Source: an optimization exercise on an open RTL-to-GDS flow (aim: small area and a short achievable clock period). Production flows keep margins and buffers that such runs may drop.
RTL that was checked went through simulation tests only; none was proved equivalent to the original.
Power figures rest on the tool's default switching activity, not on a simulated workload.

// MULTI_32bit
module MULTI_32bit(clk, rst, A, B, F);
  input clk, rst;
  input [31:0] A;
  input [31:0] B;
  output reg [31:0] F;
  reg r1_s;
  reg [7:0] r1_e;
  reg r1_c0_0;
  reg r1_c0_1;
  reg r1_c1_0;
  reg r1_c2_0;
  reg r1_c3_0;
  reg r1_c3_1;
  reg r1_c3_2;
  reg r1_c4_0;
  reg r1_c4_1;
  reg r1_c5_0;
  reg r1_c5_1;
  reg r1_c6_0;
  reg r1_c6_1;
  reg r1_c6_2;
  reg r1_c6_3;
  reg r1_c7_0;
  reg r1_c7_1;
  reg r1_c7_2;
  reg r1_c8_0;
  reg r1_c8_1;
  reg r1_c8_2;
  reg r1_c9_0;
  reg r1_c9_1;
  reg r1_c9_2;
  reg r1_c9_3;
  reg r1_c9_4;
  reg r1_c10_0;
  reg r1_c10_1;
  reg r1_c10_2;
  reg r1_c10_3;
  reg r1_c11_0;
  reg r1_c11_1;
  reg r1_c11_2;
  reg r1_c11_3;
  reg r1_c12_0;
  reg r1_c12_1;
  reg r1_c12_2;
  reg r1_c12_3;
  reg r1_c12_4;
  reg r1_c12_5;
  reg r1_c13_0;
  reg r1_c13_1;
  reg r1_c13_2;
  reg r1_c13_3;
  reg r1_c13_4;
  reg r1_c14_0;
  reg r1_c14_1;
  reg r1_c14_2;
  reg r1_c14_3;
  reg r1_c14_4;
  reg r1_c15_0;
  reg r1_c15_1;
  reg r1_c15_2;
  reg r1_c15_3;
  reg r1_c15_4;
  reg r1_c15_5;
  reg r1_c15_6;
  reg r1_c16_0;
  reg r1_c16_1;
  reg r1_c16_2;
  reg r1_c16_3;
  reg r1_c16_4;
  reg r1_c16_5;
  reg r1_c17_0;
  reg r1_c17_1;
  reg r1_c17_2;
  reg r1_c17_3;
  reg r1_c17_4;
  reg r1_c17_5;
  reg r1_c18_0;
  reg r1_c18_1;
  reg r1_c18_2;
  reg r1_c18_3;
  reg r1_c18_4;
  reg r1_c18_5;
  reg r1_c18_6;
  reg r1_c18_7;
  reg r1_c19_0;
  reg r1_c19_1;
  reg r1_c19_2;
  reg r1_c19_3;
  reg r1_c19_4;
  reg r1_c19_5;
  reg r1_c19_6;
  reg r1_c20_0;
  reg r1_c20_1;
  reg r1_c20_2;
  ...
Size in the first run: about 1900 cells after synthesis, about 400 flip-flops, about 98 I/O pins, ~22000 um2 of cells after synthesis.
Settings: LEC_CHECK=0, ABC_CLOCK_PERIOD_IN_PS=2500, CAP_MARGIN=20, CORE_MARGIN=2, CORE_UTILIZATION=40, CTS_BUF_LIST=sky130_fd_sc_hd__clkbuf_8, SETUP_SLACK_MARGIN=4.3, SLEW_MARGIN=20, SYNTH_HIERARCHICAL=1, SYNTH_MINIMUM_KEEP_SIZE=0; clock period 7.0 ns.
standard.sh (not shown) runs the stock make flow with config.mk's settings and CLKGATE_MAP_FILE= SYNTH_SCRIPT=/design/flow/synth_recipe.tcl, a recipe that flattens the netlist after the stock synthesis.
==> flow/flow/run.sh <==
#!/bin/bash
# The standard layout, but with port buffers of a plain buffer cell
# (buffer_ports otherwise picks a delay cell, clkdlybuf4s50_1).
set -euo pipefail
export BUFFER_PORTS_ARGS="-buffer_cell sky130_fd_sc_hd__buf_4"
bash standard.sh > make_finish.log 2>&1
The baseline finished with timing, DRC and antenna clean.
Rerun with:
SETUP_SLACK_MARGIN = 4.5   (was 4.3)
TNS_END_PERCENT = 10   (was default)
Outcome: Critical path depth does not change. Total power came out higher by 1.4%. Area after synthesis does not change. Cell count is higher by 0.53%. Hold slack gets worse by 0.013 ns. Cell area went up by 1.3%. Via count grows by 0.52%.
No functional check of the RTL was part of any run of this note.

========
== alpha ==
Another version of the RTL of MULTI_32bit (not shown whole).
Size: roughly 1900 cells after synthesis, ~98 I/O pins.
## MULTI_32bit
module MULTI_32bit(clk, rst, A, B, F);
  input clk, rst;
  input [31:0] A;
  input [31:0] B;
  output reg [31:0] F;
  reg r1_s;
  reg [7:0] r1_e;
  reg r1_c0_0;
  reg r1_c0_1;
  reg r1_c1_0;
  reg r1_c2_0;
  reg r1_c3_0;
  reg r1_c3_1;
  reg r1_c3_2;
  reg r1_c4_0;
  reg r1_c4_1;
  reg r1_c5_0;
  reg r1_c5_1;
  reg r1_c6_0;
  reg r1_c6_1;
  reg r1_c6_2;
  reg r1_c6_3;
  reg r1_c7_0;
  reg r1_c7_1;
  reg r1_c7_2;
  reg r1_c8_0;
  reg r1_c8_1;
  reg r1_c8_2;
  reg r1_c9_0;
  reg r1_c9_1;
  reg r1_c9_2;
  reg r1_c9_3;
  reg r1_c9_4;
  reg r1_c10_0;
  reg r1_c10_1;
  reg r1_c10_2;
  reg r1_c10_3;
  reg r1_c11_0;
  reg r1_c11_1;
  reg r1_c11_2;
  reg r1_c11_3;
  reg r1_c12_0;
  reg r1_c12_1;
  reg r1_c12_2;
  reg r1_c12_3;
  reg r1_c12_4;
  reg r1_c12_5;
  reg r1_c13_0;
  reg r1_c13_1;
  reg r1_c13_2;
  reg r1_c13_3;
  reg r1_c13_4;
  reg r1_c14_0;
  reg r1_c14_1;
  reg r1_c14_2;
  reg r1_c14_3;
  reg r1_c14_4;
  reg r1_c15_0;
  reg r1_c15_1;
  reg r1_c15_2;
  ...
==> flow/config.mk <==
export PLATFORM = sky130hd
export DESIGN_NAME = MULTI_32bit
export DESIGN_NICKNAME = MULTI_32bit
export VERILOG_FILES = /design/flow/design.v
export SDC_FILE = /design/flow/constraint.sdc
export NUM_CORES = 4
export LEC_CHECK = 0
export ABC_CLOCK_PERIOD_IN_PS = 2500
export CAP_MARGIN = 20
export CORE_MARGIN = 2
export CORE_UTILIZATION = 40
export CTS_BUF_LIST = sky130_fd_sc_hd__clkbuf_8
export SETUP_SLACK_MARGIN = 4.2
export SLEW_MARGIN = 20
export SYNTH_HIERARCHICAL = 1
export SYNTH_MINIMUM_KEEP_SIZE = 0
==> flow/constraint.sdc <==
create_clock -name core_clock -period 7.0 [get_ports {clk}]
set_input_delay 1.4000 -clock core_clock [delete_from_list [all_inputs] [get_ports {clk}]]
set_output_delay 1.4000 -clock core_clock [all_outputs]
set_load 0.01 [all_outputs]
Scripts as last shown in full above: flow/flow/run.sh
Input changes introduced in beta (baseline for comparison: alpha):
- SETUP_SLACK_MARGIN changed from 4.2 to 4.4
### Flow results
Re critical path depth: beta is 1 up on alpha. Delta (beta minus alpha): buffering overhead +0.70 points, part of the total power dissipated in the clock network -1.0 points. A startpoint of the worst setup timing path of r1_c26_2 is what beta shows, while B[19] belongs to alpha. The routed metal-1 wirelength of beta is higher than that of alpha. beta ended up with r2_h27 as its timing endpoint of the critical path; alpha ended up with r1_c31_5. beta vs. alpha: part of the power in combinational logic went up by 2.3 points.
Input-level comparison between gamma and beta:
- SETUP_SLACK_MARGIN changed from 4.4 to 4.3
==> comparison <==
Higher worst setup slack among beta and gamma: gamma
beta → gamma: clock network fraction of design power lost 0.2 points; via count now smaller; number of filler cells placed in the layout rose by about 2.5%; sequential standard cell area held.
[compare] base=beta new=gamma: wire length reported by the detailed router has decreased; final instance area has decreased; clock skew has increased.
Between beta and gamma, diode insertion count for antenna repair decreased.
Comparing beta and gamma, number of clock buffers in the layout is higher on beta.

port drivers added, routing unchanged:
The results above use ideal ports. As a check the final layouts listed here were re-extracted and re-timed, cells and wires unchanged.
Step 1 (the two cells are an assumption about what drives the block):
set clk [get_ports {clk}]
set_driving_cell -lib_cell sky130_fd_sc_hd__clkbuf_16 $clk
set_driving_cell -lib_cell sky130_fd_sc_hd__buf_2 [delete_from_list [all_inputs] $clk]
Step 2 also shifts input and output timing later by t, the mid clock arrival at the registers, as if the neighbouring blocks saw the same clock.
Three values: ideal ports, drivers, drivers and shift; two values: the first two.
| run | shift t [ns] | setup slack, ns | pins driven straight from the clock port |
|---|---|---|---|
| the first run of note 1 | 0.686 | 4.263 / 4.270 / 3.588 | 1 |
| the second run of note 1 | 0.703 | 4.260 / 4.274 / 3.571 | 1 |
| alpha | 0.687 | 4.189 / 4.209 / 3.522 | 1 |
| beta | 0.669 | 4.278 / 4.278 / 3.742 | 1 |
| gamma | 0.655 | 4.295 / 4.295 / 3.682 | 1 |
After both steps setup and hold are still met in every run listed. For the second run of note 1, which loses most, drivers alone change the setup slack by +0.014 ns; drivers and shift together by -0.689 ns.
